This design comes from an exercise in tuning for small area, a short achievable clock period and few clock cycles per item on the open sky130 flow, not from production work.
Only simulation tests tie the RTL to the original design; equivalence was not proved.
Power and IR drop assume default switching activity.

==> design.v <==
`resetall
`timescale 1ns/10ps
module ECC_ENC_DEC
#(
parameter DATA_WIDTH = 32,
parameter AMBA_ADDR_WIDTH = 20,
parameter AMBA_WORD = 32
)
(
input wire clk,
input wire rst,
input wire [AMBA_ADDR_WIDTH-1:0] PADDR,
input wire [AMBA_WORD-1:0] PWDATA,
input wire PENABLE,
           PSEL,
           PWRITE,
output reg [AMBA_WORD-1:0] PRDATA,
output reg [DATA_WIDTH-1:0] data_out,
output reg operation_done,
output reg [1:0] num_of_errors
);
reg [31:0] CTRL_REG, DATA_IN_REG, CODEWORD_WIDTH_REG, NOISE_REG;
reg [3:0] we;
always @(posedge clk or negedge rst) begin : wr_decode
  if (!rst) we <= 4'd0;
  else begin
    we[0] <= PSEL & ~PENABLE & PWRITE & (PADDR[3:2] == 2'b00);
    we[1] <= PSEL & ~PENABLE & PWRITE & (PADDR[3:2] == 2'b01);
    we[2] <= PSEL & ~PENABLE & PWRITE & (PADDR[3:2] == 2'b10);
    we[3] <= PSEL & ~PENABLE & PWRITE & (PADDR[3:2] == 2'b11);
  end
end
always @(posedge clk or negedge rst) begin : regs
  if (!rst) begin
    DATA_IN_REG <= 32'd0; CODEWORD_WIDTH_REG[1:0] <= 2'd0; NOISE_REG <= 32'd0;
  end else begin
    if (we[1]) DATA_IN_REG <= PWDATA;
    if (we[2]) CODEWORD_WIDTH_REG[1:0] <= PWDATA[1:0];
    if (we[3]) NOISE_REG <= PWDATA;
  end
end
reg clr_n;
always @(posedge clk or negedge rst) begin : clear_ctl
  if (!rst) clr_n <= 1'b0;
  else clr_n <= 1'b1;
end
wire [31:0] wdata = PWDATA & {32{clr_n}};
always @(posedge clk) begin : regs_rb
  if (we[0] | ~clr_n) CTRL_REG <= wdata;
  if (we[2] | ~clr_n) CODEWORD_WIDTH_REG[31:2] <= wdata[31:2];
end
always @(posedge clk or negedge rst) begin : done_reg
  if (!rst) operation_done <= 1'b0;
  else operation_done <= we[0];
end
always @(posedge clk) begin : rd
  case (PADDR[3:2])
    2'b00: PRDATA <= CTRL_REG;
    2'b01: PRDATA <= DATA_IN_REG;
    2'b10: PRDATA <= CODEWORD_WIDTH_REG;
    default: PRDATA <= NOISE_REG;
  endcase
end
wire wS = ~CODEWORD_WIDTH_REG[1] & ~CODEWORD_WIDTH_REG[0];
wire wM = ~CODEWORD_WIDTH_REG[1] &  CODEWORD_WIDTH_REG[0];
wire wL =  CODEWORD_WIDTH_REG[1];
wire cS = wS, cM = wM, cL = wL;
wire [31:0] D = DATA_IN_REG;
wire [31:0] N = NOISE_REG;
wire ea0 = D[0];
wire eb0 = D[0];
wire eg0 = ea0;
wire ee0 = D[0];
wire ea1 = (D[1] ^ D[3]);
wire eb1 = (D[2] ^ D[3]);
wire eg1 = (ea1 ^ D[2]);
wire ee1 = (D[1] ^ D[2]);
wire ea2 = (D[4] ^ D[6]);
wire eb2 = (D[5] ^ D[6]);
wire eg2 = (ea2 ^ D[5]);
wire ee2 = (D[4] ^ D[5]);
wire ea3 = (D[8] ^ D[10]);
wire eb3 = (D[9] ^ D[10]);
wire eg3 = ((ea3 ^ D[9]) ^ D[7]);
wire ee3 = (D[7] ^ D[10]);
wire ea4 = (D[11] ^ D[13]);
wire eb4 = (D[12] ^ D[13]);
wire eg4 = (ea4 ^ D[12]);
wire ee4 = (D[11] ^ D[12]);
wire ea5 = (D[15] ^ D[17]);
wire eb5 = (D[16] ^ D[17]);
wire eg5 = ((ea5 ^ D[16]) ^ D[14]);
wire ee5 = (D[14] ^ D[17]);
wire ea6 = (D[19] ^ D[21]);
wire eb6 = (D[20] ^ D[21]);
wire eg6 = ((ea6 ^ D[20]) ^ D[18]);
wire ee6 = (D[18] ^ D[21]);
wire ea7 = (D[23] ^ D[25]);
wire eb7 = (D[24] ^ D[25]);
wire eg7 = ((ea7 ^ D[24]) ^ D[22]);
wire ee7 = (D[23] ^ D[24]);
wire eS0 = (ea0 ^ ea1);
wire eM0 = eS0 ^ (ea2 ^ ea3);
wire eL0 = ((((D[0] ^ D[1]) ^ (D[3] ^ D[4])) ^ ((D[6] ^ D[8]) ^ (D[10] ^ D[11]))) ^ (((D[13] ^ D[15]) ^ (D[17] ^ D[19])) ^ ((D[21] ^ D[23]) ^ D[25])));
wire eS1 = (eb0 ^ eb1);
wire eM1 = eS1 ^ (eb2 ^ eb3);
wire eL1 = ((((D[0] ^ D[2]) ^ (D[3] ^ D[5])) ^ ((D[6] ^ D[9]) ^ (D[10] ^ D[12]))) ^ (((D[13] ^ D[16]) ^ (D[17] ^ D[20])) ^ ((D[21] ^ D[24]) ^ D[25])));
wire eS2 = eg1;
wire eM2 = eS2 ^ eg3;
wire eL2 = ((((D[1] ^ D[2]) ^ (D[3] ^ D[7])) ^ ((D[8] ^ D[9]) ^ (D[10] ^ D[14]))) ^ (((D[15] ^ D[16]) ^ (D[17] ^ D[22])) ^ ((D[23] ^ D[24]) ^ D[25])));
wire eS3 = 1'b0;
wire eM3 = eS3 ^ (eg2 ^ eg3);
wire eL3 = ((((D[4] ^ D[5]) ^ (D[6] ^ D[7])) ^ ((D[8] ^ D[9]) ^ (D[10] ^ D[18]))) ^ (((D[19] ^ D[20]) ^ (D[21] ^ D[22])) ^ ((D[23] ^ D[24]) ^ D[25])));
wire eS4 = 1'b0;
wire eM4 = eS4 ^ 1'b0;
wire eL4 = ((((D[11] ^ D[12]) ^ (D[13] ^ D[14])) ^ ((D[15] ^ D[16]) ^ (D[17] ^ D[18]))) ^ (((D[19] ^ D[20]) ^ (D[21] ^ D[22])) ^ ((D[23] ^ D[24]) ^ D[25])));
wire pS = (ee0 ^ ee1);
wire pM = pS ^ (ee2 ^ ee3);
wire pL = ((((D[0] ^ D[1]) ^ (D[2] ^ D[4])) ^ ((D[5] ^ D[7]) ^ (D[10] ^ D[11]))) ^ (((D[12] ^ D[14]) ^ (D[17] ^ D[18])) ^ ((D[21] ^ D[23]) ^ D[24])));
wire [4:0] encC = wS ? {2'b00, eS2, eS1, eS0} : wM ? {1'b0, eM3, eM2, eM1, eM0} : {eL4, eL3, eL2, eL1, eL0};
wire encP = wS ? pS : wM ? pM : pL;
wire d0a0 = D[4];
wire d0b0 = D[4];
wire d0g0 = d0a0;
wire d0e0 = D[4];
wire d0a1 = (D[5] ^ D[7]);
wire d0b1 = (D[6] ^ D[7]);
wire d0g1 = (d0a1 ^ D[6]);
wire d0e1 = (D[5] ^ D[6]);
wire sD0_0 = (d0a0 ^ d0a1) ^ D[0];
wire sD0_1 = (d0b0 ^ d0b1) ^ D[1];
wire sD0_2 = d0g1 ^ D[2];
wire d1a0 = D[5];
wire d1b0 = D[5];
wire d1g0 = d1a0;
wire d1e0 = D[5];
wire d1a1 = (D[6] ^ D[8]);
wire d1b1 = (D[7] ^ D[8]);
wire d1g1 = (d1a1 ^ D[7]);
wire d1e1 = (D[6] ^ D[7]);
wire d1a2 = (D[9] ^ D[11]);
wire d1b2 = (D[10] ^ D[11]);
wire d1g2 = (d1a2 ^ D[10]);
wire d1e2 = (D[9] ^ D[10]);
wire d1a3 = (D[13] ^ D[15]);
wire d1b3 = (D[14] ^ D[15]);
wire d1g3 = ((d1a3 ^ D[14]) ^ D[12]);
wire d1e3 = (D[12] ^ D[15]);
wire sD1_0 = ((d1a0 ^ d1a1) ^ (d1a2 ^ d1a3)) ^ D[0];
wire sD1_1 = ((d1b0 ^ d1b1) ^ (d1b2 ^ d1b3)) ^ D[1];
wire sD1_2 = (d1g1 ^ d1g3) ^ D[2];
wire sD1_3 = (d1g2 ^ d1g3) ^ D[3];
wire d2a0 = D[6];
wire d2b0 = D[6];
wire d2g0 = d2a0;
wire d2e0 = D[6];
wire d2a1 = (D[7] ^ D[9]);
wire d2b1 = (D[8] ^ D[9]);
wire d2g1 = (d2a1 ^ D[8]);
wire d2e1 = (D[7] ^ D[8]);
wire d2a2 = (D[10] ^ D[12]);
wire d2b2 = (D[11] ^ D[12]);
wire d2g2 = (d2a2 ^ D[11]);
wire d2e2 = (D[10] ^ D[11]);
wire d2a3 = (D[14] ^ D[16]);
wire d2b3 = (D[15] ^ D[16]);
wire d2g3 = ((d2a3 ^ D[15]) ^ D[13]);
wire d2e3 = (D[13] ^ D[16]);
wire d2a4 = (D[17] ^ D[19]);
wire d2b4 = (D[18] ^ D[19]);
wire d2g4 = (d2a4 ^ D[18]);
wire d2e4 = (D[17] ^ D[18]);
wire d2a5 = (D[21] ^ D[23]);
wire d2b5 = (D[22] ^ D[23]);
wire d2g5 = ((d2a5 ^ D[22]) ^ D[20]);
wire d2e5 = (D[20] ^ D[23]);
wire d2a6 = (D[25] ^ D[27]);
wire d2b6 = (D[26] ^ D[27]);
wire d2g6 = ((d2a6 ^ D[26]) ^ D[24]);
wire d2e6 = (D[24] ^ D[27]);
wire d2a7 = (D[29] ^ D[31]);
wire d2b7 = (D[30] ^ D[31]);
wire d2g7 = ((d2a7 ^ D[30]) ^ D[28]);
wire d2e7 = (D[29] ^ D[30]);
wire sD2_0 = (((d2a0 ^ d2a1) ^ (d2a2 ^ d2a3)) ^ ((d2a4 ^ d2a5) ^ (d2a6 ^ d2a7))) ^ D[0];
wire sD2_1 = (((d2b0 ^ d2b1) ^ (d2b2 ^ d2b3)) ^ ((d2b4 ^ d2b5) ^ (d2b6 ^ d2b7))) ^ D[1];
wire sD2_2 = ((d2g1 ^ d2g3) ^ (d2g5 ^ d2g7)) ^ D[2];
wire sD2_3 = ((d2g2 ^ d2g3) ^ (d2g6 ^ d2g7)) ^ D[3];
wire sD2_4 = ((d2g4 ^ d2g5) ^ (d2g6 ^ d2g7)) ^ D[4];
wire qD0 = (((D[0] ^ D[1]) ^ (D[2] ^ D[3])) ^ ((D[4] ^ D[5]) ^ (D[6] ^ D[7])));
wire qD1 = (((D[8] ^ D[9]) ^ (D[10] ^ D[11])) ^ ((D[12] ^ D[13]) ^ (D[14] ^ D[15])));
wire qD2 = ((((D[16] ^ D[17]) ^ (D[18] ^ D[19])) ^ ((D[20] ^ D[21]) ^ (D[22] ^ D[23]))) ^ (((D[24] ^ D[25]) ^ (D[26] ^ D[27])) ^ ((D[28] ^ D[29]) ^ (D[30] ^ D[31]))));
wire [4:0] synD = wS ? {2'b00, sD0_2, sD0_1, sD0_0} : wM ? {1'b0, sD1_3, sD1_2, sD1_1, sD1_0} : {sD2_4, sD2_3, sD2_2, sD2_1, sD2_0};
wire parDa = wL ? (qD0 ^ qD1) : qD0;
wire parDb = wS ? 1'b0 : wM ? qD1 : qD2;
wire n0a0 = N[4];
wire n0b0 = N[4];
wire n0g0 = n0a0;
wire n0e0 = N[4];
wire n0a1 = (N[5] ^ N[7]);
wire n0b1 = (N[6] ^ N[7]);
wire n0g1 = (n0a1 ^ N[6]);
wire n0e1 = (N[5] ^ N[6]);
wire sN0_0 = (n0a0 ^ n0a1) ^ N[0];
wire sN0_1 = (n0b0 ^ n0b1) ^ N[1];
wire sN0_2 = n0g1 ^ N[2];
wire n1a0 = N[5];
wire n1b0 = N[5];
wire n1g0 = n1a0;
wire n1e0 = N[5];
wire n1a1 = (N[6] ^ N[8]);
wire n1b1 = (N[7] ^ N[8]);
wire n1g1 = (n1a1 ^ N[7]);
wire n1e1 = (N[6] ^ N[7]);
wire n1a2 = (N[9] ^ N[11]);
wire n1b2 = (N[10] ^ N[11]);
wire n1g2 = (n1a2 ^ N[10]);
wire n1e2 = (N[9] ^ N[10]);
wire n1a3 = (N[13] ^ N[15]);
wire n1b3 = (N[14] ^ N[15]);
wire n1g3 = ((n1a3 ^ N[14]) ^ N[12]);
wire n1e3 = (N[12] ^ N[15]);
wire sN1_0 = ((n1a0 ^ n1a1) ^ (n1a2 ^ n1a3)) ^ N[0];
wire sN1_1 = ((n1b0 ^ n1b1) ^ (n1b2 ^ n1b3)) ^ N[1];
wire sN1_2 = (n1g1 ^ n1g3) ^ N[2];
wire sN1_3 = (n1g2 ^ n1g3) ^ N[3];
wire n2a0 = N[6];
wire n2b0 = N[6];
wire n2g0 = n2a0;
wire n2e0 = N[6];
wire n2a1 = (N[7] ^ N[9]);
wire n2b1 = (N[8] ^ N[9]);
wire n2g1 = (n2a1 ^ N[8]);
wire n2e1 = (N[7] ^ N[8]);
wire n2a2 = (N[10] ^ N[12]);
wire n2b2 = (N[11] ^ N[12]);
wire n2g2 = (n2a2 ^ N[11]);
wire n2e2 = (N[10] ^ N[11]);
wire n2a3 = (N[14] ^ N[16]);
wire n2b3 = (N[15] ^ N[16]);
wire n2g3 = ((n2a3 ^ N[15]) ^ N[13]);
wire n2e3 = (N[13] ^ N[16]);
wire n2a4 = (N[17] ^ N[19]);
wire n2b4 = (N[18] ^ N[19]);
wire n2g4 = (n2a4 ^ N[18]);
wire n2e4 = (N[17] ^ N[18]);
wire n2a5 = (N[21] ^ N[23]);
wire n2b5 = (N[22] ^ N[23]);
wire n2g5 = ((n2a5 ^ N[22]) ^ N[20]);
wire n2e5 = (N[20] ^ N[23]);
wire n2a6 = (N[25] ^ N[27]);
wire n2b6 = (N[26] ^ N[27]);
wire n2g6 = ((n2a6 ^ N[26]) ^ N[24]);
wire n2e6 = (N[24] ^ N[27]);
wire n2a7 = (N[29] ^ N[31]);
wire n2b7 = (N[30] ^ N[31]);
wire n2g7 = ((n2a7 ^ N[30]) ^ N[28]);
wire n2e7 = (N[29] ^ N[30]);
wire sN2_0 = (((n2a0 ^ n2a1) ^ (n2a2 ^ n2a3)) ^ ((n2a4 ^ n2a5) ^ (n2a6 ^ n2a7))) ^ N[0];
wire sN2_1 = (((n2b0 ^ n2b1) ^ (n2b2 ^ n2b3)) ^ ((n2b4 ^ n2b5) ^ (n2b6 ^ n2b7))) ^ N[1];
wire sN2_2 = ((n2g1 ^ n2g3) ^ (n2g5 ^ n2g7)) ^ N[2];
wire sN2_3 = ((n2g2 ^ n2g3) ^ (n2g6 ^ n2g7)) ^ N[3];
wire sN2_4 = ((n2g4 ^ n2g5) ^ (n2g6 ^ n2g7)) ^ N[4];
wire qN0 = (((N[0] ^ N[1]) ^ (N[2] ^ N[3])) ^ ((N[4] ^ N[5]) ^ (N[6] ^ N[7])));
wire qN1 = (((N[8] ^ N[9]) ^ (N[10] ^ N[11])) ^ ((N[12] ^ N[13]) ^ (N[14] ^ N[15])));
wire qN2 = ((((N[16] ^ N[17]) ^ (N[18] ^ N[19])) ^ ((N[20] ^ N[21]) ^ (N[22] ^ N[23]))) ^ (((N[24] ^ N[25]) ^ (N[26] ^ N[27])) ^ ((N[28] ^ N[29]) ^ (N[30] ^ N[31]))));
wire [4:0] synN = wS ? {2'b00, sN0_2, sN0_1, sN0_0} : wM ? {1'b0, sN1_3, sN1_2, sN1_1, sN1_0} : {sN2_4, sN2_3, sN2_2, sN2_1, sN2_0};
wire parNa = wL ? (qN0 ^ qN1) : qN0;
wire parNb = wS ? 1'b0 : wM ? qN1 : qN2;
reg [4:0] sD, sN, cE;
reg pDa, pDb, pNa, pNb, pE;
reg [1:0] mode;
reg ddec, nfc;    
always @(posedge clk) begin : stage1
  sD <= synD; pDa <= parDa; pDb <= parDb;
  sN <= synN; pNa <= parNa; pNb <= parNb;
  cE <= encC; pE <= encP;
  mode <= PWDATA[1:0];    
  ddec <= ~PWDATA[1] & PWDATA[0];
  nfc <= ~PWDATA[1];
end
wire m_dec = ~mode[1] & mode[0];
wire m_fc  =  mode[1];
wire [4:0] s = ({5{m_dec}} & sD) | ({5{m_fc}} & sN);
wire p = (m_dec & (pDa ^ pDb)) | (m_fc & (pNa ^ pNb));
wire [1:0] nof = {~p & (|s), p};
wire d_dec = ddec, d_fc = ~nfc;
wire [25:0] g = D[25:0] & {26{~d_dec}};
wire [4:0] lo = cE & {5{~d_dec}};
wire pb = pE & ~d_dec;
wire [31:0] ecw = ({32{cS}} & {24'd0, g[3:0], pb, lo[2:0]}) | ({32{cM}} & {16'd0, g[10:0], pb, lo[3:0]}) | ({32{cL}} & {g, pb, lo});
wire [31:0] nmask = {{16{cL}}, {8{cM | cL}}, 8'hff};
wire [31:0] t = (({32{d_dec}} & D) | ({32{d_fc}} & N)) & nmask;
wire [31:0] fix;
assign fix[0] = p & ((cS & (s == 5'd1)) | (cM & (s == 5'd1)) | (cL & (s == 5'd1)));
assign fix[1] = p & ((cS & (s == 5'd2)) | (cM & (s == 5'd2)) | (cL & (s == 5'd2)));
assign fix[2] = p & ((cS & (s == 5'd4)) | (cM & (s == 5'd4)) | (cL & (s == 5'd4)));
assign fix[3] = p & ((cS & (s == 5'd0)) | (cM & (s == 5'd8)) | (cL & (s == 5'd8)));
assign fix[4] = p & ((cS & (s == 5'd3)) | (cM & (s == 5'd0)) | (cL & (s == 5'd16)));
assign fix[5] = p & ((cS & (s == 5'd5)) | (cM & (s == 5'd3)) | (cL & (s == 5'd0)));
assign fix[6] = p & ((cS & (s == 5'd6)) | (cM & (s == 5'd5)) | (cL & (s == 5'd3)));
assign fix[7] = p & ((cS & (s == 5'd7)) | (cM & (s == 5'd6)) | (cL & (s == 5'd5)));
assign fix[8] = p & ((cM & (s == 5'd7)) | (cL & (s == 5'd6)));
assign fix[9] = p & ((cM & (s == 5'd9)) | (cL & (s == 5'd7)));
assign fix[10] = p & ((cM & (s == 5'd10)) | (cL & (s == 5'd9)));
assign fix[11] = p & ((cM & (s == 5'd11)) | (cL & (s == 5'd10)));
assign fix[12] = p & ((cM & (s == 5'd12)) | (cL & (s == 5'd11)));
assign fix[13] = p & ((cM & (s == 5'd13)) | (cL & (s == 5'd12)));
assign fix[14] = p & ((cM & (s == 5'd14)) | (cL & (s == 5'd13)));
assign fix[15] = p & ((cM & (s == 5'd15)) | (cL & (s == 5'd14)));
assign fix[16] = p & ((cL & (s == 5'd15)));
assign fix[17] = p & ((cL & (s == 5'd17)));
assign fix[18] = p & ((cL & (s == 5'd18)));
assign fix[19] = p & ((cL & (s == 5'd19)));
assign fix[20] = p & ((cL & (s == 5'd20)));
assign fix[21] = p & ((cL & (s == 5'd21)));
assign fix[22] = p & ((cL & (s == 5'd22)));
assign fix[23] = p & ((cL & (s == 5'd23)));
assign fix[24] = p & ((cL & (s == 5'd24)));
assign fix[25] = p & ((cL & (s == 5'd25)));
assign fix[26] = p & ((cL & (s == 5'd26)));
assign fix[27] = p & ((cL & (s == 5'd27)));
assign fix[28] = p & ((cL & (s == 5'd28)));
assign fix[29] = p & ((cL & (s == 5'd29)));
assign fix[30] = p & ((cL & (s == 5'd30)));
assign fix[31] = p & ((cL & (s == 5'd31)));
always @(posedge clk) begin : stage2
  data_out <= (ecw ^ t) ^ fix;
  num_of_errors <= nof;
end
endmodule
==> flow/run.sh <==
#!/bin/bash
# The standard layout (standard.sh), with two changes to the cells it may use:
#  - the port buffers are buf_1 cells instead of the delay cell buffer_ports picks by default;
#  - the 3-input XOR/XNOR cells are added to the platform's don't-use list, so that
#    synthesis and repair build the parity trees from 2-input XOR/XNOR cells.
set -euo pipefail
export BUFFER_PORTS_ARGS="-buffer_cell sky130_fd_sc_hd__buf_1"
DU=$(make -s -C "$FLOW_HOME" DESIGN_CONFIG="$PWD/config.mk" WORK_HOME="$PWD/orfs" print-DONT_USE_CELLS 2> print.log | sed -n 's/^DONT_USE_CELLS: //p')
[ -n "$DU" ]
DU="$DU sky130_fd_sc_hd__xnor3_1 sky130_fd_sc_hd__xnor3_2 sky130_fd_sc_hd__xnor3_4 sky130_fd_sc_hd__xor3_1 sky130_fd_sc_hd__xor3_2 sky130_fd_sc_hd__xor3_4"
echo "DONT_USE_CELLS=$DU" > dont_use.txt
bash standard.sh DONT_USE_CELLS="$DU" finish > standard.log 2>&1
==> standard.sh <==
#!/bin/bash
# synth_recipe.tcl (not shown) runs the flow's synth.tcl, then flattens the netlist and writes it again
# the make line also repeats each setting of config.mk as NAME=value (left out here)
make -C /OpenROAD-flow-scripts/flow DESIGN_CONFIG=/design/flow/config.mk WORK_HOME=/design/flow/orfs CLKGATE_MAP_FILE= SYNTH_SCRIPT=/design/flow/synth_recipe.tcl "${@:-finish}"
==> config.mk <==
export PLATFORM = sky130hd
export DESIGN_NAME = ECC_ENC_DEC
export DESIGN_NICKNAME = ECC_ENC_DEC
export VERILOG_FILES = /design/flow/design.v
export SDC_FILE = /design/flow/constraint.sdc
export NUM_CORES = 4
export LEC_CHECK = 0
export CAP_MARGIN = 20
export CORE_MARGIN = 2
export CORE_UTILIZATION = 40
export CTS_CLUSTER_DIAMETER = 100
export CTS_CLUSTER_SIZE = 25
export SETUP_SLACK_MARGIN = 2.88
export SLEW_MARGIN = 20
==> constraint.sdc <==
create_clock -name core_clock -period 5.0 [get_ports {clk}]
set_input_delay 1.0000 -clock core_clock [delete_from_list [all_inputs] [get_ports {clk}]]
set_output_delay 1.0000 -clock core_clock [all_outputs]
set_load 0.01 [all_outputs]
==> reports/metrics.sh, run 1 <==
LAYOUT.CELLS.MOST_COMMON_LIST='sky130_fd_sc_hd__xnor2_1 (181), sky130_fd_sc_hd__buf_1 (102), sky130_fd_sc_hd__dfxtp_1 (87)'
SYNTH_SIMPLE_GATE_AREA_SHARE=0.0977
NETS=1116
POST_CTS_HOLD_BUFFER_COUNT=0
DRT_FIRST_PASS_ITERS=5
POSTROUTEANTENNANETS=0
RRSETUPSLACK_PS=2980
CTS.ROOT.BUFFER_CELL='sky130_fd_sc_hd__clkbuf_16'
AREA_OF_THE_MULTI_INPUT_GATES_UM2=5780
REG2REG_TO='sN[1]$_DFF_P_'
GR-USAGE-ALL-LAYERS=0.186
YS_FF_LATCH=224
GR-TOTAL-OVERFLOW=0
ANTENNA-DIODE-COUNT=0
NUMCLOCKSINKS=224
LARGEST_FAMILY_OF_LOGIC_CELLS_BY_SYNTHESIZED_AREA='XOR/XNOR gates'
VIAS_PER_CELL=5.05
SETUP.WORST_PATH.END_CLASS='output port'
FLOORPLAN.DIE_AREA_UM2=30200
CP_DATA_REQUIRED_TIME_PS=4000
GRT_PASS1_VIAS=7135
CLK_TRANSITION_REPORTED_PATHS_PS=100
POST_SYNTH_INSTANCE_AREA_UM2=11500
CP.DEPTH=1
CRITICAL_PATH_PEAK_FANOUT=1
MOSTFREQUENTLAYOUTCELL='sky130_fd_sc_hd__xnor2_1'
SLEW_VIOLATIONS=0
FINAL.PERIOD_UTILIZATION=0.413
VIAS=7323
RR_STARTPOINT='NOISE_REG[23]$_DFFE_PN0P_'
SYNTH_MUX_AREA_FRAC=0.139
POWER.DENSITY_CELL_AREA_nW_PER_UM2=606
CLOCK_INSERTION_DELAY_WORST_SKEW_PS=510
STATIC-LEAKAGE-POWER_nW=4.64
GP_ROUTABILITY_CONGESTION=0.824
SYNTHARSTFLOPSHARE=0.321
SYN_TO_FINAL_GROWTH_PCT=9.85
GRT_MAX_DEGREE=73
PERIOD_MINUS_SLACK_PS=2060
CRIT_PATH_CELL_TRACE='buf_1'
YOSYS_WARNINGS=1
ROW_COUNT=62
CP-STARTPOINT='PRDATA[0]$_DFF_P_'
TIMING_WORST_SLEW_PIN_VALUE_PS=1020
CTS_INSERTED_BUFFERS=13
CP_DATA_ARRIVAL_TIME_PS=1060
CTS.HTREE.LEVELS=1
PLACE_HPWL_UM=19900
CLOCK_TREE_FROM_TRITONCTS='yes'
FMAXACHIEVABLE_MHz=484
WIRE_LENGTH_OF_THE_FIRST_GLOBAL_ROUTING_PASS_UM=43200
WORSTSETUPSTARTPOINTTYPE='flip-flop'
SEQCELLAREA_UM2=5490
DRIVE_GT1_FRAC=0.160
FINAL.SETUP_SKEW_PS=32.4
WL_UM=28000
FP.COREAREA_UM2=28500
NUM_IO_PINS=124
SYNTH-ADDER-AREA-SHARE=0
POST_SYNTH_XOR_AREA_FRACTION=0.204
CRIT_PATH_END='PRDATA[0]'
ROUTE.DETAILED.DRC=0
CHIPHEIGHT_UM=174
CRITICAL_PATH.MAX_STAGE_DELAY_PS=380
CHIPWIDTH_UM=174
SYNTH_EDF_COUNT=62
CLK_PATH_BUF_DEPTH=3
CRITICAL_PATH.SLOWEST_CELL='sky130_fd_sc_hd__dfxtp_1'
SYNTHFLOPTYPE='sky130_fd_sc_hd__dfxtp_1'
CRITICALPATHCATEGORY='reg2out'
SYNTH_CELL_TYPES=48
MAPPEDNETLISTNETS=1058
NFILLCELLS=2768
SYNTH_COMPOUND_GATE_AREA_SHARE=0.0516
SYNTHESIS.INSTANCES=1001
TIMING.FINAL.SETUP_VIOLATIONS=0
MAXCAPVIOLATIONS=0
FLOORPLAN.INITIALDENSITY=0.404
WORST_PATH_DOMINANT_CELL_FAMILY='flip-flops'
INITIAL_ANTENNA_VIOLATION_COUNT=0
TIMING_HOLD_VIOLATIONS_FINAL=0
WL_PER_CELL_UM=19.3
MIN_PATH_TYPE='reg2reg'
FINAL_CELL_AREA_UM2=12700
SETUP_REPAIR_AFTER_GLOBAL_ROUTING_MISSED_ITS_MARGIN='true'
YS_SEQ_AREA_FRAC=0.474
VDD.IR_DROP.WORST_uV=245
POSTSYNTHAREAPERCELL_UM2=11.5
FF2FF_PATH_DEPTH=7
DETAILEDROUTE.FIRSTITERATIONVIOLATIONS=604
STATUS='complete, no violations'
NUMPORTBUFFERS=105
PLACEMENT.CELL_AREA_UM2=12100
SLEW-LIMIT-HEADROOM=0.322
TIMING.SETUP.TNS_PS=0
CRITICAL_PATH.N_BUFFERS_INVERTERS=1
-- flip-flops by register name, summed over array words and instances (netlist names), 2 cells and up --
| register | count |
|---|---|
| CODEWORD_WIDTH_REG | 32 |
| CTRL_REG | 32 |
| DATA_IN_REG | 32 |
| NOISE_REG | 32 |
| PRDATA | 32 |
| data_out | 32 |
| cE | 5 |
| sD | 5 |
| sN | 5 |
| we | 4 |
| mode | 2 |
| num_of_errors | 2 |
-- synthesized netlist by cell type, types with 6 or more instances --
cell type,number,share of area
sky130_fd_sc_hd__mux2_2,66,0.065
sky130_fd_sc_hd__mux2i_1,13,0.011
sky130_fd_sc_hd__nor2b_1,35,0.019
sky130_fd_sc_hd__buf_1,9,0.0029
sky130_fd_sc_hd__xnor2_1,191,0.15
sky130_fd_sc_hd__edfxtp_1,62,0.16
sky130_fd_sc_hd__nor2_1,69,0.022
sky130_fd_sc_hd__a22oi_1,12,0.0078
sky130_fd_sc_hd__xor2_1,63,0.048
sky130_fd_sc_hd__dfxtp_1,90,0.16
sky130_fd_sc_hd__dfrtp_1,72,0.16
sky130_fd_sc_hd__buf_2,19,0.0083
sky130_fd_sc_hd__o21ai_0,41,0.018
sky130_fd_sc_hd__a21oi_1,23,0.010
sky130_fd_sc_hd__nor3_1,6,0.0026
sky130_fd_sc_hd__mux4_2,31,0.061
sky130_fd_sc_hd__and2_1,51,0.028
sky130_fd_sc_hd__clkbuf_1,33,0.011
sky130_fd_sc_hd__nand2_1,51,0.017
-- through the flow --
stage	utilization	hold WS (ps)	power (mW)	std cells	setup slack (ps)
finish	0.443	404	7.66	1450	2940
detailed placement	0.424	374	6.46	1426	2120
floorplan	-	346	5.63	1001	2840
global placement	0.424	362	6.42	1426	2140
CTS	0.439	400	7.62	1448	2870
global route	0.443	411	8.15	1450	2850
-- timing repair --
action / 4_1_cts / 5_1_grt
setup endpoints to repair: 31 / 28
setup buffers: 0 / 2
gates resized for setup: 8 / 22
-- worst min-delay path by stage --
stage | endpoint | from | depth (start not counted) | slack (ps)
floorplan | operation_done$_DFF_PN0_ | we[0]$_DFF_PN0_ | 0 | 350
global placement | operation_done$_DFF_PN0_ | we[0]$_DFF_PN0_ | 0 | 360
detailed placement | operation_done$_DFF_PN0_ | we[0]$_DFF_PN0_ | 0 | 370
CTS | operation_done$_DFF_PN0_ | we[0]$_DFF_PN0_ | 0 | 400
global route | operation_done$_DFF_PN0_ | we[0]$_DFF_PN0_ | 0 | 410
finish | operation_done$_DFF_PN0_ | we[0]$_DFF_PN0_ | 0 | 400
-- kinds of logic (layout without fill, tap and decap cells) --
logic type | after synthesis | after routing
DFF | 224 | 224
and+or+nand+nor | 228 | 228
other | 1 | 1
muxes | 111 | 111
buffers and inverters | 78 | 143
AOI/OAI and AO/OA | 98 | 98
xor gates and xnor gates | 261 | 261
-- power breakdown --
part           switching, mW  internal, mW  total (mW)
sequential             0.484          2.26        2.75
combinational           1.87          1.89        3.75
clock                  0.629         0.533        1.16
-- per-layer routing --
layer | GRT usage | up-vias | share of wire
met2 | 0.294 | 189 | 0.46
met5 | 0 | - | 0
met1 | 0.276 | 3644 | 0.48
met3 | 0.0239 | 21 | 0.051
met4 | 0.0347 | 0 | 0.012
li1 | - | 3469 | -
-- cell type report --
class / instances / area share
Clock buffer: 18 / 0.0289
Clock inverter: 4 / 0.00297
Multi-Input combinational cell: 699 / 0.456
Sequential cell: 224 / 0.434
Timing Repair Buffer: 116 / 0.0387
Tap cell: 384 / 0.0380
Inverter: 5 / 0.00148
Testbench counts, summed over its fixed seeds: cycles 12,384, ops 1,920.
==> run 2, diff against run 1 <==
--- a/config.mk
+++ b/config.mk
@@ -11,4 +11,4 @@
 export CTS_CLUSTER_DIAMETER = 100
 export CTS_CLUSTER_SIZE = 25
-export SETUP_SLACK_MARGIN = 2.88
+export SETUP_SLACK_MARGIN = 2.94
 export SLEW_MARGIN = 20
==> run 2 against run 1 <==
  * Still clean on timing, DRC and antenna
  * Cell area increased by 1.2%
  * Clock power about the same
  * Clock skew decreased by 10 ps
  * Total power is 1.6% higher
  * Sequential power about the same
  * Non-clock buffer count up 7
  * Utilization increased by 0.54 points
  * Die area is the same
  * Sequential share of layout area is 0.44 points lower
  * Via count decreased by 0.59%
  * Register-to-register slack barely moved
  * First-iteration DRC count down 16%
  * Critical endpoint is now sD[0]$_DFF_P_
  * Largest power group unchanged
==> reports/metrics.sh, run 2 <==
DRIVE_GT1_FRAC=0.183  # was 0.160
WORST_HOLD_SLACK_PS=388  # was 404 ps
TIMING.FINAL.SETUP_VIOLATIONS=0  # unchanged
CTS.HTREE.LEVELS=1  # unchanged
REG2REG_TO='sD[0]$_DFF_P_'  # was sN[1]$_DFF_P_
SYNTH_MOST_COMMON_CELL='sky130_fd_sc_hd__xnor2_1'  # unchanged
CP-STARTPOINT='DATA_IN_REG[6]$_DFFE_PN0P_'  # was PRDATA[0]$_DFF_P_
TIMING_WORST_SLEW_PIN_VALUE_PS=1040  # was 1020 ps
FINALWORSTSETUPSLACK_PS=2980  # was 2940 ps
NETS=1123  # was 1116
GRT_PASS1_VIAS=6958  # was 7135
SYNTHFLOPTYPE='sky130_fd_sc_hd__dfxtp_1'  # unchanged
SEQPWRFRAC=0.355  # was 0.359
CLK_PATH_BUF_DEPTH=3  # unchanged
CP_DATA_REQUIRED_TIME_PS=5410  # was 4000 ps
FINAL.SETUP_SKEW_PS=22.0  # was 32.4 ps
YS_TOP_CELLS_BY_AREA='sky130_fd_sc_hd__edfxtp_1 (16%), sky130_fd_sc_hd__dfrtp_1 (16%), sky130_fd_sc_hd__dfxtp_1 (16%)'  # unchanged
FMAXACHIEVABLE_MHz=494  # was 484 MHz
GR-USAGE-ALL-LAYERS=0.183  # was 0.186
PLACE_HPWL_UM=19900  # about the same
FLOORPLAN.DIE_AREA_UM2=30200  # unchanged
CRITICAL_PATH_PEAK_FANOUT=9  # was 1
TOTAL_SWITCHING_POWER_mW=3.00  # was 2.98 mW
POSTSYNTHAREAPERCELL_UM2=11.5  # unchanged
SYNTHTOPCELLSBYCOUNT='sky130_fd_sc_hd__xnor2_1 (191), sky130_fd_sc_hd__dfxtp_1 (90), sky130_fd_sc_hd__dfrtp_1 (72)'  # unchanged
WORSTSETUPSTARTPOINTTYPE='flip-flop'  # unchanged
GR-TOTAL-OVERFLOW=0  # unchanged
YS_FF_LATCH=224  # unchanged
WIRE_LENGTH_OF_THE_FIRST_GLOBAL_ROUTING_PASS_UM=42500  # was 43200 um
POST_CTS_HOLD_BUFFER_COUNT=0  # unchanged
STATIC-LEAKAGE-POWER_nW=4.71  # was 4.64 nW
FINAL.PERIOD_UTILIZATION=0.405  # was 0.413
POWER.SHARE.SWITCHING=0.386  # was 0.389
SLEW_VIOLATIONS=0  # unchanged
ROW_COUNT=62  # unchanged
POSTROUTEANTENNANETS=0  # unchanged
MOSTFREQUENTLAYOUTCELL='sky130_fd_sc_hd__xnor2_1'  # unchanged
SETUP_REPAIR_AFTER_GLOBAL_ROUTING_MISSED_ITS_MARGIN='true'  # unchanged
FLOORPLAN.INITIALDENSITY=0.404  # unchanged
ANTENNA-DIODE-COUNT=0  # unchanged
PRE_CTS_WS_PS=2220  # was 2120 ps
NUMPORTBUFFERS=105  # unchanged
SYN_TO_FINAL_GROWTH_PCT=11.2  # was 9.85%
DETAILEDROUTE.FIRSTITERATIONVIOLATIONS=506  # was 604
YS_SEQ_AREA_FRAC=0.474  # unchanged
CRITICALPATHCATEGORY='reg2reg'  # was reg2out
YOSYS_WARNINGS=1  # unchanged
CLK_TRANSITION_REPORTED_PATHS_PS=100  # about the same
CTS_INSERTED_BUFFERS=13  # unchanged
MAXCAPVIOLATIONS=0  # unchanged
NUM_IO_PINS=124  # unchanged
STATUS='complete, no violations'  # unchanged
INITIAL_ANTENNA_VIOLATION_COUNT=0  # unchanged
P_INT_mW=4.78  # was 4.68 mW
SETUP.WORST_PATH.END_CLASS='flip-flop'  # was output port
CTS.ROOT.BUFFER_CELL='sky130_fd_sc_hd__clkbuf_16'  # unchanged
RR_STARTPOINT='DATA_IN_REG[6]$_DFFE_PN0P_'  # was NOISE_REG[23]$_DFFE_PN0P_
SYNTH_CELL_TYPES=48  # unchanged
WL_UM=28100  # was 28000 um
SYNTHARSTFLOPSHARE=0.321  # unchanged
ROUTE.DETAILED.DRC=0  # unchanged
CHIPHEIGHT_UM=174  # unchanged
TIMING.SETUP.TNS_PS=0  # unchanged
FF2FF_PATH_DEPTH=7  # unchanged
VIAS=7280  # was 7323
SLEW-LIMIT-HEADROOM=0.307  # was 0.322
MAPPEDNETLISTNETS=1058  # unchanged
NUMCLOCKSINKS=224  # unchanged
GP_ROUTABILITY_CONGESTION=0.806  # was 0.824
CHIPWIDTH_UM=174  # unchanged
CLOCK_INSERTION_DELAY_WORST_SKEW_PS=490  # was 510 ps
TIMING.HOLD.WORST_PATH_DEPTH=0  # unchanged
CLOCK_TREE_FROM_TRITONCTS='yes'  # unchanged
COMBINATIONALPOWERSHARE=0.500  # was 0.490
HOLD-PATH-ENDPOINT='operation_done$_DFF_PN0_'  # unchanged
WL_PER_CELL_UM=19.3  # about the same
RRSETUPSLACK_PS=2980  # about the same
PERIOD_MINUS_SLACK_PS=2020  # was 2060 ps
SYNTH_EDF_COUNT=62  # unchanged
MIN_DELAY_SRC='we[0]$_DFF_PN0_'  # unchanged
CP_DATA_ARRIVAL_TIME_PS=2430  # was 1060 ps
POWER.DENSITY_CELL_AREA_nW_PER_UM2=608  # was 606 nW/um^2
MIN_PATH_TYPE='reg2reg'  # unchanged
VDD.IR_DROP.WORST_uV=277  # was 245 uV
PLACEMENT.CELL_AREA_UM2=12100  # unchanged
SYNTHESIS.INSTANCES=1001  # unchanged
TIMING_HOLD_VIOLATIONS_FINAL=0  # unchanged
POST_SYNTH_INSTANCE_AREA_UM2=11500  # unchanged
FINISH.UTILIZATION=0.449  # was 0.443
SYNTH.TOP_CELL.AREA_SHARE=0.162  # unchanged
LAYOUT.CELLS.MOST_COMMON_LIST='sky130_fd_sc_hd__xnor2_1 (177), sky130_fd_sc_hd__buf_1 (99), sky130_fd_sc_hd__dfxtp_1 (86)'  # was sky130_fd_sc_hd__xnor2_1 (181), sky130_fd_sc_hd__buf_1 (102), sky130_fd_sc_hd__dfxtp_1 (87)
FINAL_CELL_AREA_UM2=12800  # was 12700 um^2
GRT_MAX_DEGREE=73  # unchanged
FP.COREAREA_UM2=28500  # unchanged
VIAS_PER_CELL=5.00  # was 5.05
YOSYS.AREA.TOP_TYPE='sky130_fd_sc_hd__edfxtp_1'  # unchanged
POWER_FRAC_CLOCK=0.146  # was 0.152
DRT_FIRST_PASS_ITERS=5  # unchanged
==> run 2: cell counts after synthesis <==
Identical to the previous run, type by type.
==> run 2: worst max-delay path by stage <==
stage,endpoint,slack [ps],depth (start not counted)
floorplan,PRDATA[25]$_DFF_P_,2940,3
global placement,PRDATA[25]$_DFF_P_,2240,3
detailed placement,PRDATA[25]$_DFF_P_,2220,3
CTS,data_out[16]$_DFF_P_,2880,7
global route,sD[0]$_DFF_P_,2880,7
finish,sD[0]$_DFF_P_,2980,7
==> run 2: logic make-up (layout without fill, tap and decap cells) <==
group	after synthesis	after routing	synth area share
xor gates and xnor gates	261	261	0.204
and+or+nand+nor	228	228	0.0977
DFF	224	224	0.474
muxes	111	111	0.139
AOI/OAI and AO/OA	98	98	0.0516
buffers and inverters	78	149	0.0333
other	1	1	0.000325
==> run 2: routing by layer <==
| metal | up-vias | wire length [um] | global-route usage |
|---|---|---|---|
| li1 | 3496 | - | - |
| met1 | 3589 | 13700 | 0.272 |
| met2 | 175 | 12800 | 0.293 |
| met3 | 20 | 1350 | 0.0226 |
| met4 | 0 | 260 | 0.0280 |
| met5 | - | 0 | 0 |
==> run 2: power groups by stage <==
| stage | Sequential [mW] | Clock, mW | Combinational, mW |
|---|---|---|---|
| floorplan | 2.54 | 0 | 3.09 |
| global placement | 2.78 | 0 | 3.64 |
| detailed placement | 2.78 | 0 | 3.67 |
| CTS | 2.75 | 1.18 | 3.73 |
| global route | 2.82 | 1.23 | 4.22 |
| finish | 2.76 | 1.13 | 3.89 |
==> run 2: stage by stage <==
stage                     std cells  power (mW)
after floorplan                1001        5.63
after global placement         1426        6.42
after detailed placement       1426        6.46
after CTS                      1448        7.66
after global routing           1456        8.27
final                          1456        7.79
==> run 2: what timing repair did <==
item	4_1_cts	5_1_grt
gates resized for setup	15	46
pin swaps	1	9
cloned	0	0
setup buffers	1	8
endpoints found under the setup margin	50	43
==> run 2: layout make-up <==
type	instances	area [um^2]
Multi-Input combinational cell	699	5870
Tap cell	384	480
Fill cell	2759	15700
Sequential cell	224	5500
Inverter	5	18.8
Clock buffer	18	365
Timing Repair Buffer	123	553
Clock inverter	3	26.3
==> run 2: worst max-delay path, cell delays in order (launching register included) <==
cell                      delay (ps)
sky130_fd_sc_hd__dfrtp_1         690
sky130_fd_sc_hd__xnor2_1         140
sky130_fd_sc_hd__xnor2_1         320
sky130_fd_sc_hd__xor2_1          180
sky130_fd_sc_hd__a21oi_1         100
sky130_fd_sc_hd__xnor2_1         140
sky130_fd_sc_hd__mux2i_1         230
sky130_fd_sc_hd__xnor2_1         150
==> run 3, diff against run 2 <==
--- a/config.mk
+++ b/config.mk
@@ -11,4 +11,4 @@
 export CTS_CLUSTER_DIAMETER = 100
 export CTS_CLUSTER_SIZE = 25
-export SETUP_SLACK_MARGIN = 2.94
+export SETUP_SLACK_MARGIN = 2.85
 export SLEW_MARGIN = 20
==> run 3 against run 2 <==
  * Still clean
  * Die area did not move
  * Synthesized area did not move
  * Sequential share of layout area rose by 0.71 points
  * Sequential power barely moved
  * Wire length fell by 0.33%
  * Worst hold slack improved by 15 ps
  * Register-to-register slack got worse by 60 ps
  * Maximum frequency fell by 2.8%
  * Critical endpoint is now data_out[6]$_DFF_P_
  * Largest cell class unchanged
  * Highest routed layer unchanged
==> reports/metrics.sh, run 3 <==
STATUS='complete, no violations'  # unchanged
GR-TOTAL-OVERFLOW=0  # unchanged
POSTROUTEANTENNANETS=0  # unchanged
CTS.HTREE.LEVELS=1  # unchanged
CRITICAL_PATH.N_BUFFERS_INVERTERS=1  # was 0
YS_SEQ_AREA_FRAC=0.474  # unchanged
VIAS=7261  # was 7280
FP.COREAREA_UM2=28500  # unchanged
SYNTH_MUX_AREA_FRAC=0.139  # unchanged
PLACE_HPWL_UM=20100  # was 19900 um
ROUTE.DETAILED.DRC=0  # unchanged
YS_TOP_CELLS_BY_AREA='sky130_fd_sc_hd__edfxtp_1 (16%), sky130_fd_sc_hd__dfrtp_1 (16%), sky130_fd_sc_hd__dfxtp_1 (16%)'  # unchanged
SYNTHARSTFLOPSHARE=0.321  # unchanged
WIRE_LENGTH_OF_THE_FIRST_GLOBAL_ROUTING_PASS_UM=43400  # was 42500 um
POST_CTS_HOLD_BUFFER_COUNT=0  # unchanged
CRIT_PATH_END='data_out[6]$_DFF_P_'  # was sD[0]$_DFF_P_
WORSTSETUPSTARTPOINTTYPE='flip-flop'  # unchanged
WL_UM=28000  # was 28100 um
MAPPEDNETLISTNETS=1058  # unchanged
CRITICAL_PATH.SLOWEST_CELL='sky130_fd_sc_hd__o32a_1'  # was sky130_fd_sc_hd__dfrtp_1
SLEW-LIMIT-HEADROOM=0.331  # was 0.307
CRITICALPATHCATEGORY='reg2reg'  # unchanged
GRT_MAX_DEGREE=64  # was 73
NUMCLOCKSINKS=224  # unchanged
CLK_TRANSITION_REPORTED_PATHS_PS=90  # was 100 ps
VIAS_PER_CELL=5.01  # was 5.00
SYNTH_COMPOUND_GATE_AREA_SHARE=0.0516  # unchanged
GR-USAGE-ALL-LAYERS=0.186  # was 0.183
FINAL.SETUP_SKEW_PS=11.2  # was 22.0 ps
CRIT_PATH_CELL_TRACE='clkbuf_4, o32a_1, or2_2, o32ai_1, nand2_1, xnor2_1'  # was xnor2_1, xnor2_1, xor2_1, a21oi_1, xnor2_1, mux2i_1, xnor2_1
CTS.ROOT.BUFFER_CELL='sky130_fd_sc_hd__clkbuf_16'  # unchanged
RR_STARTPOINT='mode[1]$_DFF_P_'  # was DATA_IN_REG[6]$_DFFE_PN0P_
POWER.DENSITY_CELL_AREA_nW_PER_UM2=598  # was 608 nW/um^2
POST_LAYOUT_NONFILLER_INSTANCES=1450  # was 1456
FF2FF_PATH_DEPTH=6  # was 7
CP_DATA_ARRIVAL_TIME_PS=2450  # was 2430 ps
MOSTFREQUENTLAYOUTCELL='sky130_fd_sc_hd__xnor2_1'  # unchanged
POSTSYNTHAREAPERCELL_UM2=11.5  # unchanged
CLOCK_TREE_FROM_TRITONCTS='yes'  # unchanged
REG2REG_TO='data_out[6]$_DFF_P_'  # was sD[0]$_DFF_P_
VDD.IR_DROP.WORST_uV=277  # about the same
SYNTH-ADDER-AREA-SHARE=0  # unchanged
YOSYS_WARNINGS=1  # unchanged
FMAXACHIEVABLE_MHz=480  # was 494 MHz
SLEW_VIOLATIONS=0  # unchanged
LAYOUT.CELLS.MOST_COMMON_LIST='sky130_fd_sc_hd__xnor2_1 (187), sky130_fd_sc_hd__buf_1 (102), sky130_fd_sc_hd__dfxtp_1 (88)'  # was sky130_fd_sc_hd__xnor2_1 (177), sky130_fd_sc_hd__buf_1 (99), sky130_fd_sc_hd__dfxtp_1 (86)
DRT_FIRST_PASS_ITERS=5  # unchanged
SYNTH.TOP_CELL.AREA_SHARE=0.162  # unchanged
SYNTHTOPCELLSBYCOUNT='sky130_fd_sc_hd__xnor2_1 (191), sky130_fd_sc_hd__dfxtp_1 (90), sky130_fd_sc_hd__dfrtp_1 (72)'  # unchanged
POST_SYNTH_XOR_AREA_FRACTION=0.204  # unchanged
CTS_INSERTED_BUFFERS=12  # was 13
WORST_PATH_DOMINANT_CELL_FAMILY='compound AO/OA/AOI/OAI gates'  # was XOR/XNOR gates
FINAL.PERIOD_UTILIZATION=0.417  # was 0.405
INITIAL_ANTENNA_VIOLATION_COUNT=0  # unchanged
NUM_IO_PINS=124  # unchanged
MAXCAPVIOLATIONS=0  # unchanged
POST_SYNTH_INSTANCE_AREA_UM2=11500  # unchanged
CHIPHEIGHT_UM=174  # unchanged
TIMING_HOLD_VIOLATIONS_FINAL=0  # unchanged
SYN_TO_FINAL_GROWTH_PCT=9.00  # was 11.2%
CP-STARTPOINT='mode[1]$_DFF_P_'  # was DATA_IN_REG[6]$_DFFE_PN0P_
GP_ROUTABILITY_CONGESTION=0.816  # was 0.806
FINISH.UTILIZATION=0.440  # was 0.449
FLOORPLAN.INITIALDENSITY=0.404  # unchanged
TIMING_WORST_SLEW_PIN_VALUE_PS=1000  # was 1040 ps
RRSETUPSLACK_PS=2920  # was 2980 ps
SYNTHESIS.INSTANCES=1001  # unchanged
DRIVE_GT1_FRAC=0.147  # was 0.183
YOSYS.AREA.TOP_TYPE='sky130_fd_sc_hd__edfxtp_1'  # unchanged
SYNTHFLOPTYPE='sky130_fd_sc_hd__dfxtp_1'  # unchanged
CRITICAL_PATH.MAX_STAGE_DELAY_PS=450  # was 690 ps
PERIOD_MINUS_SLACK_PS=2080  # was 2020 ps
CRITICAL_PATH_PEAK_FANOUT=11  # was 9
TIMING.SETUP.TNS_PS=0  # unchanged
LARGEST_FAMILY_OF_LOGIC_CELLS_BY_SYNTHESIZED_AREA='XOR/XNOR gates'  # unchanged
PLACED_CELLS=1427  # was 1426
SETUP_REPAIR_AFTER_GLOBAL_ROUTING_MISSED_ITS_MARGIN='true'  # unchanged
SYNTH_EDF_COUNT=62  # unchanged
GRT_PASS1_VIAS=7170  # was 6958
CLOCK_INSERTION_DELAY_WORST_SKEW_PS=490  # about the same
MIN_PATH_TYPE='reg2reg'  # unchanged
CP.DEPTH=6  # was 7
STATIC-LEAKAGE-POWER_nW=4.59  # was 4.71 nW
FLOORPLAN.DIE_AREA_UM2=30200  # unchanged
NETS=1117  # was 1123
SYNTH_CELL_TYPES=48  # unchanged
WL_PER_CELL_UM=19.3  # about the same
NUMPORTBUFFERS=105  # unchanged
CP_DATA_REQUIRED_TIME_PS=5370  # was 5410 ps
YS_FF_LATCH=224  # unchanged
CLK_PATH_BUF_DEPTH=3  # unchanged
CHIPWIDTH_UM=174  # unchanged
TIMING.FINAL.SETUP_VIOLATIONS=0  # unchanged
SETUP.WORST_PATH.END_CLASS='flip-flop'  # unchanged
ANTENNA-DIODE-COUNT=0  # unchanged
ROW_COUNT=62  # unchanged
DETAILEDROUTE.FIRSTITERATIONVIOLATIONS=547  # was 506
SYNTH_MOST_COMMON_CELL='sky130_fd_sc_hd__xnor2_1'  # unchanged
SYNTH_SIMPLE_GATE_AREA_SHARE=0.0977  # unchanged
POST_LAYOUT_TOTAL_POWER_mW=7.51  # was 7.79 mW
==> run 3: logic make-up after synthesis <==
kind of cell,count (synthesis)
xor gates and xnor gates,261
and+or+nand+nor,228
DFF,224
muxes,111
AOI/OAI and AO/OA,98
buffers and inverters,78
other,1
==> run 3: stage by stage <==
stage / worst slack [ps] / cell area [um^2] / hold WS [ps]
6_report: 2920 / 12600 / 403
5_1_grt: 2810 / 12600 / 433
4_1_cts: 2860 / 12500 / 408
3_5_place_dp: 2120 / 12100 / 365
3_3_place_gp: 2140 / 12100 / 378
2_1_floorplan: 2790 / 11500 / 346
==> run 3: area by class of cell <==
cell class / instances / area (um^2)
Tap cell: 384 / 480
Multi-Input combinational cell: 699 / 5720
Sequential cell: 224 / 5480
Clock buffer: 20 / 352
Fill cell: 2775 / 16000
Timing Repair Buffer: 118 / 504
Inverter: 5 / 18.8
==> run 3: report_power, final <==
group	internal [mW]	leakage (nW)	switching (mW)
clock	0.488	0.168	0.582
combinational	1.86	2.11	1.84
sequential	2.26	2.32	0.483
==> run 3: repair_timing <==
item                                    CTS  global route
resized for setup                         5            13
buffers inserted                          0             3
hold endpoints to repair                  0             0
endpoints found under the setup margin   13            19
pin swaps                                 0             1
==> run 3: metal layers <==
metal | vias to the layer above | part of all wire | global-route usage
met5 | - | 0 | 0
li1 | 3479 | - | -
met2 | 167 | 0.46 | 0.293
met4 | 0 | 0.013 | 0.0333
met1 | 3592 | 0.48 | 0.279
met3 | 23 | 0.047 | 0.0208
==> run 3: worst min path at each step <==
stage | from | slack [ps] | cells past startpoint | endpoint
global placement | we[0]$_DFF_PN0_ | 380 | 0 | operation_done$_DFF_PN0_
detailed placement | we[0]$_DFF_PN0_ | 370 | 0 | operation_done$_DFF_PN0_
floorplan | we[0]$_DFF_PN0_ | 350 | 0 | operation_done$_DFF_PN0_
CTS | we[0]$_DFF_PN0_ | 410 | 0 | operation_done$_DFF_PN0_
finish | we[0]$_DFF_PN0_ | 400 | 0 | operation_done$_DFF_PN0_
global route | we[0]$_DFF_PN0_ | 430 | 0 | operation_done$_DFF_PN0_
==> run 4, diff against run 3 <==
--- a/config.mk
+++ b/config.mk
@@ -11,4 +11,4 @@
 export CTS_CLUSTER_DIAMETER = 100
 export CTS_CLUSTER_SIZE = 25
-export SETUP_SLACK_MARGIN = 2.85
+export SETUP_SLACK_MARGIN = 2.9
 export SLEW_MARGIN = 20
==> run 4 against run 3 <==
  * Still clean on timing, DRC and antenna
  * Maximum frequency increased by 2.4%
  * Setup slack improved by 49 ps
  * Via count increased by 0.17%
  * Register-to-register slack improved by 50 ps
  * Worst hold slack got worse by 13 ps
  * Clock skew increased by 2.6 ps
  * Combinational power about the same
  * Cell area increased by 0.14%
  * Die area unchanged
  * Clock power about the same
  * Non-clock buffer count decreased by 3
  * Utilization increased by 0.061 points
  * Largest cell class unchanged
  * Largest power group unchanged
==> reports/metrics.sh, run 4 <==
SLEW_VIOLATIONS=0  # unchanged
ROUTE.DETAILED.DRC=0  # unchanged
CP_DATA_REQUIRED_TIME_PS=4000  # was 5370 ps
WL_UM=28000  # about the same
STATUS='complete, no violations'  # unchanged
YOSYS_WARNINGS=1  # unchanged
TIMING.SETUP.TNS_PS=0  # unchanged
PLACEMENT.CELL_AREA_UM2=12100  # about the same
DRIVE_GT1_FRAC=0.154  # was 0.147
SYNTH_MOST_COMMON_CELL='sky130_fd_sc_hd__xnor2_1'  # unchanged
YS_FF_LATCH=224  # unchanged
WL_MET1_UM=13700  # was 13500 um
CTS.ROOT.BUFFER_CELL='sky130_fd_sc_hd__clkbuf_16'  # unchanged
VIAS=7273  # was 7261
GR-TOTAL-OVERFLOW=0  # unchanged
CRITICALPATHCATEGORY='reg2out'  # was reg2reg
CHIPHEIGHT_UM=174  # unchanged
MAPPEDNETLISTNETS=1058  # unchanged
POSTSYNTHAREAPERCELL_UM2=11.5  # unchanged
FINAL.PERIOD_UTILIZATION=0.407  # was 0.417
PERIOD_MINUS_SLACK_PS=2030  # was 2080 ps
SETUP_REPAIR_AFTER_GLOBAL_ROUTING_MISSED_ITS_MARGIN='true'  # unchanged
HIGHEST-SIGNAL-LAYER='met4'  # unchanged
DETAILROUTE.WIRELENGTH.MET2_UM=12800  # about the same
DETAILEDROUTE.FIRSTITERATIONVIOLATIONS=410  # was 547
FLOORPLAN.INITIALDENSITY=0.404  # unchanged
TIMING_HOLD_VIOLATIONS_FINAL=0  # unchanged
INITIAL_ANTENNA_VIOLATION_COUNT=1  # was 0
TIMING.HOLD.WORST_PATH_DEPTH=0  # unchanged
NUM_IO_PINS=124  # unchanged
MET3_LENGTH_UM=1240  # was 1320 um
GRT_PASS1_VIAS=7269  # was 7170
TIMING_WORST_SLEW_PIN_VALUE_PS=1030  # was 1000 ps
POSTROUTEANTENNANETS=0  # unchanged
MIN_PATH_TYPE='reg2reg'  # unchanged
GRT_MAX_DEGREE=73  # was 64
FINAL.SETUP_SKEW_PS=13.9  # was 11.2 ps
FINALWORSTSETUPSLACK_PS=2970  # was 2920 ps
NETS=1114  # was 1117
GR-USAGE-ALL-LAYERS=0.185  # was 0.186
WORST_PATH_DOMINANT_CELL_FAMILY='flip-flops'  # was compound AO/OA/AOI/OAI gates
CP_DATA_ARRIVAL_TIME_PS=1030  # was 2450 ps
VDD.IR_DROP.WORST_uV=291  # was 277 uV
SYNTH_EDF_COUNT=62  # unchanged
WORSTSETUPSTARTPOINTTYPE='flip-flop'  # unchanged
CLOCK_TREE_FROM_TRITONCTS='yes'  # unchanged
YS_SEQ_AREA_FRAC=0.474  # unchanged
SYNTHTOPCELLSBYCOUNT='sky130_fd_sc_hd__xnor2_1 (191), sky130_fd_sc_hd__dfxtp_1 (90), sky130_fd_sc_hd__dfrtp_1 (72)'  # unchanged
NUMPORTBUFFERS=105  # unchanged
SYNTH.TOP_CELL.AREA_SHARE=0.162  # unchanged
SYNTHFLOPTYPE='sky130_fd_sc_hd__dfxtp_1'  # unchanged
CRITICAL_PATH_PEAK_FANOUT=1  # was 11
CP-STARTPOINT='PRDATA[31]$_DFF_P_'  # was mode[1]$_DFF_P_
RR_STARTPOINT='DATA_IN_REG[19]$_DFFE_PN0P_'  # was mode[1]$_DFF_P_
SLEW-LIMIT-HEADROOM=0.312  # was 0.331
POST_SYNTH_INSTANCE_AREA_UM2=11500  # unchanged
SYN_TO_FINAL_GROWTH_PCT=9.15  # was 9.00%
FINAL_CELL_AREA_UM2=12600  # about the same
MAXCAPVIOLATIONS=0  # unchanged
PLACE_HPWL_UM=19900  # was 20100 um
ANTENNA-DIODE-COUNT=0  # unchanged
GP_ROUTABILITY_CONGESTION=0.827  # was 0.816
POST_CTS_HOLD_BUFFER_COUNT=0  # unchanged
CTS.HTREE.LEVELS=1  # unchanged
NUMCLOCKSINKS=224  # unchanged
SYNTHESIS.INSTANCES=1001  # unchanged
YOSYS.AREA.TOP_TYPE='sky130_fd_sc_hd__edfxtp_1'  # unchanged
FMAXACHIEVABLE_MHz=492  # was 480 MHz
CRIT_PATH_CELL_TRACE='buf_1'  # was clkbuf_4, o32a_1, or2_2, o32ai_1, nand2_1, xnor2_1
FLOORPLAN.DIE_AREA_UM2=30200  # unchanged
CRITICAL_PATH.SLOWEST_CELL='sky130_fd_sc_hd__dfxtp_1'  # was sky130_fd_sc_hd__o32a_1
FF2FF_PATH_DEPTH=6  # unchanged
ROW_COUNT=62  # unchanged
PRE_CTS_WS_PS=2120  # about the same
SETUP.WORST_PATH.END_CLASS='output port'  # was flip-flop
FP.COREAREA_UM2=28500  # unchanged
YS_TOP_CELLS_BY_AREA='sky130_fd_sc_hd__edfxtp_1 (16%), sky130_fd_sc_hd__dfrtp_1 (16%), sky130_fd_sc_hd__dfxtp_1 (16%)'  # unchanged
CLOCK_INSERTION_DELAY_WORST_SKEW_PS=490  # about the same
CRITICAL_PATH.N_BUFFERS_INVERTERS=1  # unchanged
MIN_DELAY_SRC='we[0]$_DFF_PN0_'  # unchanged
CHIPWIDTH_UM=174  # unchanged
WIRE_LENGTH_OF_THE_FIRST_GLOBAL_ROUTING_PASS_UM=43300  # was 43400 um
CP.DEPTH=1  # was 6
DRT_FIRST_PASS_ITERS=5  # unchanged
WL_PER_CELL_UM=19.4  # was 19.3 um
VIAS_PER_CELL=5.03  # was 5.01
SYNTH_CELL_TYPES=48  # unchanged
CRITICAL_PATH.MAX_STAGE_DELAY_PS=380  # was 450 ps
POWER.DENSITY_CELL_AREA_nW_PER_UM2=598  # about the same
LAYOUT.CELLS.MOST_COMMON_LIST='sky130_fd_sc_hd__xnor2_1 (185), sky130_fd_sc_hd__buf_1 (102), sky130_fd_sc_hd__dfxtp_1 (88)'  # was sky130_fd_sc_hd__xnor2_1 (187), sky130_fd_sc_hd__buf_1 (102), sky130_fd_sc_hd__dfxtp_1 (88)
SYNTHARSTFLOPSHARE=0.321  # unchanged
CLK_TRANSITION_REPORTED_PATHS_PS=90  # about the same
CLK_PATH_BUF_DEPTH=3  # unchanged
CTS_INSERTED_BUFFERS=12  # unchanged
STATIC-LEAKAGE-POWER_nW=4.59  # about the same
MOSTFREQUENTLAYOUTCELL='sky130_fd_sc_hd__xnor2_1'  # unchanged
TIMING.FINAL.SETUP_VIOLATIONS=0  # unchanged
## run 4: stage by stage
stage           util  hold WS, ps  instances  power [mW]
3_5_place_dp   0.424          355       1426        6.45
5_1_grt        0.441          405       1447        8.04
2_1_floorplan      -          346       1001        5.63
6_report       0.441          390       1447        7.52
3_3_place_gp   0.424          368       1426        6.42
4_1_cts        0.437          397       1446        7.53
## run 4: where the power goes
| group | leakage (nW) | switching (mW) | internal, mW |
|---|---|---|---|
| logic | 2.11 | 1.84 | 1.87 |
| registers | 2.31 | 0.492 | 2.26 |
| clock network | 0.171 | 0.576 | 0.490 |
## run 4: cells by family (layout without fill, tap and decap cells)
group,Yosys count,after routing,synth area share
other,1,1,0.000325
buffers and inverters,78,140,0.0333
DFF,224,224,0.474
and+or+nand+nor,228,228,0.0977
muxes,111,111,0.139
AOI/OAI and AO/OA,98,98,0.0516
xor gates and xnor gates,261,261,0.204
## run 4: cell type report
type / count / area [um^2]
fill: 2790 / 16000
tap: 384 / 480
multi-input combinational: 699 / 5760
clock buffer: 20 / 353
timing repair buffer: 115 / 482
inverter: 5 / 18.8
sequential: 224 / 5480
## run 4: timing repair
item / 4_1_cts / 5_1_grt
setup endpoints to repair: 28 / 34
cloned: 0 / 0
resized for setup: 7 / 28
buffers inserted: 0 / 1
## run 4: final timing paths
| kind | slack, ps | end |
|---|---|---|
| setup / recovery | 2970 | PRDATA[31] |
| hold / removal | 390 | operation_done$_DFF_PN0_ |
| setup reg to reg | 2970 | pDb$_SDFF_PP0_ |
| hold reg to reg | 390 | operation_done$_DFF_PN0_ |
| max in group asynchronous | 3650 | DATA_IN_REG[25]$_DFFE_PN0P_ |
| min in group asynchronous | 670 | DATA_IN_REG[8]$_DFFE_PN0P_ |
## run 4: routing by layer
| metal | track usage | up-vias |
|---|---|---|
| li1 | - | 3480 |
| met1 | 0.274 | 3591 |
| met2 | 0.295 | 179 |
| met3 | 0.0250 | 23 |
| met4 | 0.0326 | 0 |
| met5 | 0 | - |
==> run 5, diff against run 4 <==
--- a/flow/run.sh
+++ b/flow/run.sh
@@ -3,5 +3,6 @@
 #  - the port buffers are buf_1 cells instead of the delay cell buffer_ports picks by default;
 #  - the 3-input XOR/XNOR cells are added to the platform's don't-use list, so that
-#    synthesis and repair build the parity trees from 2-input XOR/XNOR cells.
+#    synthesis and repair build the parity trees from 2-input XOR/XNOR cells;
+#  - timing repair does not clone gates.
 set -euo pipefail
 export BUFFER_PORTS_ARGS="-buffer_cell sky130_fd_sc_hd__buf_1"
@@ -10,3 +11,4 @@
 DU="$DU sky130_fd_sc_hd__xnor3_1 sky130_fd_sc_hd__xnor3_2 sky130_fd_sc_hd__xnor3_4 sky130_fd_sc_hd__xor3_1 sky130_fd_sc_hd__xor3_2 sky130_fd_sc_hd__xor3_4"
 echo "DONT_USE_CELLS=$DU" > dont_use.txt
+export SKIP_GATE_CLONING=1
 bash standard.sh DONT_USE_CELLS="$DU" finish > standard.log 2>&1
==> run 5 against run 4 <==
  * Still clean on timing, DRC and antenna
  * Cell count did not move
  * Combinational power barely moved
  * Utilization did not move
==> reports/metrics.sh, run 5 <==
NUMCLOCKSINKS=224  # unchanged
YOSYS_WARNINGS=1  # unchanged
ANTENNA-DIODE-COUNT=0  # unchanged
CRITICAL_PATH.N_BUFFERS_INVERTERS=1  # unchanged
FP.COREAREA_UM2=28500  # unchanged
FLOORPLAN.DIE_AREA_UM2=30200  # unchanged
AREA_OF_THE_MULTI_INPUT_GATES_UM2=5760  # unchanged
STATIC-LEAKAGE-POWER_nW=4.59  # unchanged
CRITICAL_PATH_PEAK_FANOUT=1  # unchanged
POSTROUTEANTENNANETS=0  # unchanged
INITIAL_ANTENNA_VIOLATION_COUNT=1  # unchanged
STATUS='complete, no violations'  # unchanged
GR-TOTAL-OVERFLOW=0  # unchanged
POST_CTS_HOLD_BUFFER_COUNT=0  # unchanged
GR-USAGE-ALL-LAYERS=0.185  # unchanged
CHIPWIDTH_UM=174  # unchanged
CLOCK_INSERTION_DELAY_WORST_SKEW_PS=490  # about the same
CP_DATA_ARRIVAL_TIME_PS=1030  # about the same
CRITICAL_PATH.MAX_STAGE_DELAY_PS=380  # about the same
SETUP_REPAIR_AFTER_GLOBAL_ROUTING_MISSED_ITS_MARGIN='true'  # unchanged
DETAILEDROUTE.FIRSTITERATIONVIOLATIONS=410  # unchanged
YOSYS.AREA.TOP_TYPE='sky130_fd_sc_hd__edfxtp_1'  # unchanged
LAYOUT.CELLS.MOST_COMMON_LIST='sky130_fd_sc_hd__xnor2_1 (185), sky130_fd_sc_hd__buf_1 (102), sky130_fd_sc_hd__dfxtp_1 (88)'  # unchanged
WORSTSETUPSTARTPOINTTYPE='flip-flop'  # unchanged
VIAS_PER_CELL=5.03  # unchanged
CRIT_PATH_CELL_TRACE='buf_1'  # unchanged
ROW_COUNT=62  # unchanged
YS_TOP_CELLS_BY_AREA='sky130_fd_sc_hd__edfxtp_1 (16%), sky130_fd_sc_hd__dfrtp_1 (16%), sky130_fd_sc_hd__dfxtp_1 (16%)'  # unchanged
POST_SYNTH_INSTANCE_AREA_UM2=11500  # unchanged
CP_DATA_REQUIRED_TIME_PS=4000  # about the same
CTS.ROOT.BUFFER_CELL='sky130_fd_sc_hd__clkbuf_16'  # unchanged
WL_UM=28000  # unchanged
MAPPEDNETLISTNETS=1058  # unchanged
SYNTHFLOPTYPE='sky130_fd_sc_hd__dfxtp_1'  # unchanged
==> run 5: where the power goes <==
group          internal, mW  switching [mW]
Sequential             2.26           0.492
Combinational          1.87            1.84
Clock                 0.490           0.576
==> run 5: path summary, 6_finish.rpt <==
kind / endpoint / depth (start not counted) / from / slack (ps)
max in group asynchronous: DATA_IN_REG[25]$_DFFE_PN0P_ / 1 / rst / 3650
min: operation_done$_DFF_PN0_ / 0 / we[0]$_DFF_PN0_ / 390
max: PRDATA[31] / 1 / PRDATA[31]$_DFF_P_ / 2970
min reg2reg: operation_done$_DFF_PN0_ / 0 / we[0]$_DFF_PN0_ / 390
min in group asynchronous: DATA_IN_REG[8]$_DFFE_PN0P_ / 1 / rst / 670
max reg2reg: pDb$_SDFF_PP0_ / 6 / DATA_IN_REG[19]$_DFFE_PN0P_ / 2970
==> run 5: area by class of cell <==
class                           count  area share
Clock buffer                       20      0.0281
Sequential cell                   224       0.436
Timing Repair Buffer              115      0.0383
Multi-Input combinational cell    699       0.458
Inverter                            5     0.00149
Tap cell                          384      0.0382
==> run 5: timing repair <==
| item | CTS | global route |
|---|---|---|
| setup endpoints to repair | 28 | 34 |
| hold endpoints to repair | 0 | 0 |
| resized for setup | 7 | 28 |
| buffers inserted | 0 | 1 |
| gates cloned | 0 | 0 |
==> run 5: logic make-up (layout without fill, tap and decap cells) <==
| kind of cell | after synthesis | after routing | share of synthesized area |
|---|---|---|---|
| flip-flops | 224 | 224 | 0.474 |
| buffers and inverters | 78 | 140 | 0.0333 |
| XOR/XNOR | 261 | 261 | 0.204 |
| multiplexers | 111 | 111 | 0.139 |
| AO/OA/AOI/OAI | 98 | 98 | 0.0516 |
| other | 1 | 1 | 0.000325 |
| AND/OR/NAND/NOR | 228 | 228 | 0.0977 |
==> run 5: per-stage QoR <==
step | util | area [um^2] | setup WS, ps
3_5_place_dp | 0.424 | 12100 | 2120
3_3_place_gp | 0.424 | 12100 | 2150
4_1_cts | 0.437 | 12500 | 2900
2_1_floorplan | - | 11500 | 2880
5_1_grt | 0.441 | 12600 | 2870
6_report | 0.441 | 12600 | 2970
==> run 5: layer usage <==
layer | wire length, um | part of all wire | up-vias | track usage
met3 | 1240 | 0.044 | 23 | 0.0250
met2 | 12800 | 0.45 | 179 | 0.295
met1 | 13700 | 0.49 | 3591 | 0.274
li1 | - | - | 3480 | -
met5 | 0 | 0 | - | 0
met4 | 365 | 0.013 | 0 | 0.0326

Re-timed with assumed drivers on the ports (clkbuf_16 on the clock, buf_2 on other inputs), run 5 has 2.919 ns of setup slack against 2.966 ns with ideal ports, and 2.529 ns once port delays also move by the mid clock arrival of 0.526 ns.
